This design comes from an exercise in tuning for small area on the open sky130 flow, not from production work.
The RTL was checked by simulation tests, not by an equivalence proof against the original design.
Power and IR drop assume default switching activity.

## flow/design.v (module list and top-level ports; edited modules follow where they fit)
// module MIPS_RegisterFile: 26 lines
// module MIPS_AO222: 8 lines
// module MIPS_AO22: 8 lines
// module MIPS_ALU: 36 lines
// module MIPS_Multiplier: 496 lines
// module MIPS_ADD31: 113 lines
// module MIPS_ADD32: 126 lines
// module MIPS_BoothRow: 5 lines
// module MIPS_AOI22Row: 3 lines
// module MIPS_XNORRow: 3 lines
// module MIPS_FA: 4 lines
// module MIPS_HXN: 3 lines
// module MIPS_OR2: 3 lines
// module MIPS_HA: 4 lines
// module MIPS_Inc30: 8 lines
// module MIPS_Add30c: 8 lines
// module MIPS_MUX: 10 lines
// module MIPS_DecM: 16 lines
// module MIPS_DecW: 18 lines
// module MIPS_TopModule: 78 lines
module MIPS_TopModule
(
input  wire			CLK_Top,
input  wire			RST_Top,
output wire [31:0]	imem_addr_Top,
input  wire [31:0]	imem_rdata_Top,
output wire [31:0]	dmem_addr_Top,
output wire [31:0]	dmem_wdata_Top,
output wire			dmem_we_Top,
input  wire [31:0]	dmem_rdata_Top
);
  // ...
==> flow/flow/run.sh <==
#!/bin/bash
# Own layout flow: the standard ORFS flow (standard.sh, with its synthesis
# unchanged) with two ORFS settings changed:
#  - each port gets a sky130_fd_sc_hd__buf_1 buffer (instead of the
#    resizer's default pick, clkdlybuf4s50_1);
#  - clock tree: no dummy loads, clkbuf_4 buffers, leaf clusters of at most
#    8 flip-flops within 40 um.
# The full make output goes to standard.log here; ORFS's per-step logs are
# under orfs/logs.
set -euo pipefail
bash standard.sh \
  "BUFFER_PORTS_ARGS=-buffer_cell sky130_fd_sc_hd__buf_1" \
  "CTS_ARGS=-sink_clustering_enable -repair_clock_nets -dont_use_dummy_load -buf_list sky130_fd_sc_hd__clkbuf_4 -sink_clustering_size 8 -sink_clustering_max_diameter 40" \
  finish > standard.log 2>&1
==> flow/standard.sh <==
#!/bin/bash
# synth_recipe.tcl (not shown) runs the flow's synth.tcl, then flattens the netlist and writes it again
# the make line also repeats each setting of config.mk as NAME=value (left out here)
make -C /OpenROAD-flow-scripts/flow DESIGN_CONFIG=/design/flow/config.mk WORK_HOME=/design/flow/orfs CLKGATE_MAP_FILE= SYNTH_SCRIPT=/design/flow/synth_recipe.tcl "${@:-finish}"
==> flow/config.mk <==
export PLATFORM = sky130hd
export DESIGN_NAME = MIPS_TopModule
export DESIGN_NICKNAME = MIPS_TopModule
export VERILOG_FILES = /design/flow/design.v
export SDC_FILE = /design/flow/constraint.sdc
export NUM_CORES = 4
export LEC_CHECK = 0
export CAP_MARGIN = 20
export CORE_MARGIN = 2
export CORE_UTILIZATION = 50
export SLEW_MARGIN = 20
export SYNTH_HIERARCHICAL = 1
==> flow/constraint.sdc <==
create_clock -name core_clock -period 20.0 [get_ports {CLK_Top}]
set_input_delay 4.0000 -clock core_clock [delete_from_list [all_inputs] [get_ports {CLK_Top}]]
set_output_delay 4.0000 -clock core_clock [all_outputs]
set_load 0.01 [all_outputs]
==> run summary, run 1 <==
- The synthesis warning total is 7.
- In the final layout, the multi-input gates occupy 31,700 µm².
- The library cell used most frequently in the layout, excluding fill and tap cells, is dfxtp_1.
- The later pin in the worst-skew pair is clocked with a latency of 1.20 ns.
- Of all the cell area in the finished design, the clock network holds 0.0216.
- The worst flop-to-flop path startpoint is valid[9].
- The total iterations of the first detailed-routing run is 23.
- Setup repair after global routing left no endpoint under its margin.
- The flow inserted around 1,500 tap cells.
- The met2 wire length is between 100 and 150 mm.
- Port buffering added 160 buffers.
- TritonCTS built the clock tree.
- The run finished with no timing, DRC or antenna violations.
- The routed metal-1 wirelength is just under 100 mm.
- Following the worst setup path forward leads to its endpoint at dmem_addr_Top[21].
- Max-cap violations in this run came to 0.
- The data required time of the critical path is 16.00 ns.
- The global route total overflow is 0.
- The number of antenna violations at the first check in global routing was 22.
- The relative slew slack is 0.120.
- The floorplan step set the die width to around 350 µm.
- The initialized floorplan defines 126 standard-cell rows.
- The dominant kind of cell by area is multi-input combinational cells.
- The cell depth of the worst hold path is 1.
- Dividing the detail-routed wire length by the instance count gives 41.0 µm.
- The routed length on met3 is 45.7 mm.
- The worst setup path is captured at an output port.
- Wires add up to 275 mm.
- The largest net degree at the start of global routing is 63.
- The number of logic inverters in the finished layout is 168.
- Once the clock tree was built, the resizer swapped 0 gates to a different size.
- In the global route stage, overall resource usage came out at 0.434.
- The die covers approximately 120,000 µm².
- The number of post-CTS setup repair buffers is 0.
- Along the worst path, the maximum fanout reaches 19.
==> inputs of run 2 (changes only) <==
--- a/flow/config.mk
+++ b/flow/config.mk
@@ -8,5 +8,5 @@
 export CAP_MARGIN = 20
 export CORE_MARGIN = 2
-export CORE_UTILIZATION = 50
+export CORE_UTILIZATION = 60
 export SLEW_MARGIN = 20
 export SYNTH_HIERARCHICAL = 1
==> run 2 against run 1 <==
Cell area decreased by 0.56%. Critical path depth up 2. Still clean. First-iteration DRC count fell by 3.6%. Synthesized area did not move. Clock skew rose by 0.030 ns.
==> run summary, run 2 <==
- The tightest hold path in the finished design has a slack of 0.484 ns.
- The x dimension of the die came to 318 µm (-8.6%).
- The post-synthesis cell count is 5,100.
- At the end of the flow, the number of nets in the layout was 5,538.
- The kind of end point of the critical path is an output port.
- The number of violations of the max-capacitance limit is 0 (unchanged).
- The die height is 318 µm.
- The tree built by TritonCTS fans out to 1,086 sinks.
- The first global-routing pass estimated 378 mm of wire.
- The hold violation total from the final report was 0.
- The register ranked first by flip-flop count is regs.r.
- The finished layout cell area is roughly 60,000 µm².
- The clock root buffer is clkbuf_4.
- The synthesis warning total is 7 (unchanged).
- In the routed design, unresolved DRC markers number 0.
- Dividing total power by cell area gives a power density of 64.3 nW/µm².
- The count of antenna-violating nets left after detailed routing is 0.
- The number of cells upsized or downsized after cts is 0 (unchanged).
- Routability-driven placement finished with a final weighted congestion of between 1 and 1.5.
- The area enclosed by the die boundary was 101,000 µm² (-16%).
- The number of cell rows is 115 (-8.7%).
- The flip-flop count of the largest register after layout is 1,024.
- The timing startpoint of the critical path is imem_rdata_Top[21].
- The sum of routed wire length over all layers was 265 mm (-3.8%).
- The mean instance size in the synthesized netlist is 11.6 µm².
- The global route total overflow is 0 (unchanged).
- No sink is reached through more buffers than the 3 on the longest clock path.
- The largest registers in the layout are regs.r x1024, valid x32, pc x30.
- In this run the standard cell core region covers 98,100 µm².
- The largest net degree at the start of global routing is 63 (unchanged).
- Summing internal, switching and leakage power gives roughly 3.9 mW.
- TritonCTS built the clock tree.
- The initial DRC count is 15,839.
- The clock transition at the registers of the reported paths is 0.07 ns.
- Pin placement for this block handled roughly 160 I/O pins.
- The mean routed wirelength per cell came to 41.2 µm (+0.36%).
- The most common library cell in the layout ignoring fill and taps is dfxtp_1.
- At the worst endpoint, the arrival time is 15.64 ns.
- The total iterations of the first detailed-routing run is 21 (-8.7%).
- The HPWL after detailed placement is 170 mm.
- The initial utilization of the core area, before any placement, comes to 0.604.
- The reported leakage power is 22.3 nW.
- The slowest stage of the critical path belongs to the cell and3_1.
- The tightest min-delay check is of the register to register type.
- The number of post-CTS setup repair buffers was 0 (unchanged).
- VDD sags by at most ~60 µV.
- Fill cells in the final layout number slightly above 8,000.
- Counting stages on the worst path, the most repeated cell is fa_1.
- The data required time of the critical path is 16.00 ns (about the same).
- The routed via count divided by cell count is 8.66.
- The synthesized area is 59,300 µm².
- The area growth from synthesis to layout is 1.06%.
- The final setup violation count is 0.
- Subtracting the final worst setup slack from the clock period gives 19.64 ns.
- The achievable clock frequency is between 0.05 and 0.06 GHz.
- Setup repair after global routing left no endpoint under its margin.
- The critical path in this run is classified as input port to output port.
- The post-route setup TNS is 0 ns.
- The number of slew-limit violations in the final report is 0.
- The all-layer global routing usage is 0.502 (+0.0678).
- The post-route core utilization is 0.610.
- The top cell types in the final layout, fill and taps aside, are dfxtp_1, a22o_1, a222oi_1, fa_1, buf_4.
- The portion of the clock cycle consumed by the worst path in the final layout is 0.982.
- At the pin with the least slew margin, the transition time is 1.31 ns.
- After detailed placement, the total cell area comes to 58,400 µm².
- For this run, the slowest stage of the critical path takes 1.02 ns.
- Across the routed clock network, the largest skew measured is ~0.18 ns.
- The count of input and output buffers is 160 (unchanged).
- The worst-skew pair later-pin latency is 1.15 ns (-0.05 ns).
- The startpoint identified for the worst hold timing path is valid[23].
- The worst flop-to-flop path startpoint is valid[9].
- The number of buffers created by CTS is 166.
- The largest fanout of any net on the critical path is 18 (-1).
- The worst setup path is launched from an input port.
- In this run, post-CTS hold repair placed 0 buffers.
- The depth of the CTS H-tree is 4.
- The relative slew slack came to 0.127 (+0.00772).
- The run finished with no timing, DRC or antenna violations.
- The final route contains about 56,000 vias.
- The via count of the first global-routing pass is 52,773.
- The number of antenna violations at the first check in global routing came to 25 (+14%).
- In the final layout, the share of cells above drive strength 1 is 0.120.
==> run 2: path summary, 6_finish.rpt <==
path	endpoint	slack [ns]	depth (start not counted)
max in group asynchronous	valid[4]	16.13	2
worst min register to register	valid[23]	0.48	1
worst max register to register	pc[3]	6.76	40
worst max-delay path	dmem_addr_Top[29]	0.36	37
min in group asynchronous	pc[3]	3.16	2
worst min-delay path	valid[23]	0.48	1
==> run 2: critical path, delay by kind of cell <==
family	cells	cell delay [ns]
AOI/OAI and AO/OA	13	2.43
xor gates and xnor gates	1	0.26
adders and majority gates	11	5.02
buffers and inverters	5	0.99
and+or+nand+nor	7	2.88
==> run 2: per-layer routing <==
metal  global-route usage  vias up  wire length [µm]  part of all wire
li1                     -    21785                 -                 -
met1                0.618    26953             89800              0.34
met2                0.690     5700            105000              0.40
met3                0.233     1277             47500              0.18
met4                0.352       20             22500             0.085
met5               0.0128        -               278            0.0010
==> run 2: cell type report <==
type,count,area (µm²),share of cell area
antenna,14,35.0,0.000585
clock buffer,166,1250,0.0208
inverter,168,631,0.0105
multi-input combinational,3313,31600,0.528
sequential,1086,22100,0.368
tap,1287,1610,0.0269
timing repair buffer,404,2690,0.0448
==> run 2: where the power goes <==
part	switching, mW	internal, mW
combinational	0.221	0.131
sequential	0.0937	2.27
clock	0.757	0.379
total	1.07	2.78
==> run 2: stage by stage <==
stage | instances | setup slack (ns)
after global routing | 6430 | 0.151
after CTS | 6417 | 0.781
after floorplan | 5102 | 2.77
after global placement | 6246 | 0.859
final | 6438 | 0.361
after detailed placement | 6251 | 0.774

==> port drivers added, routing unchanged <==
No port has a modelled driver above. Below, the same layouts with a new extraction and two added sets of constraints.
Step 1 (the two cells are an assumption about what drives the block):
set clk [get_ports {CLK_Top}]
set_driving_cell -lib_cell sky130_fd_sc_hd__clkbuf_16 $clk
set_driving_cell -lib_cell sky130_fd_sc_hd__buf_2 [delete_from_list [all_inputs] $clk]
Step 2 moves the port delays by t, midway between the first and last clock arrival at a register: inputs arrive t later, outputs are due t later. That takes back most of the time a late clock gives input paths.
Slacks: ideal ports / drivers / drivers and shift; pairs: ideal ports / drivers.
| run | t (ns) | setup WS [ns] | cell pins on the clock port's net |
|---|---|---|---|
| run 1 | 1.208 | 0.470 / 0.426 / 0.426 | 1 |
| run 2 | 1.138 | 0.361 / 0.334 / 0.334 | 1 |
After both steps every run listed still meets setup and hold. For run 1, which loses most, drivers alone change the setup slack by -0.044 ns; drivers and shift together by -0.044 ns.
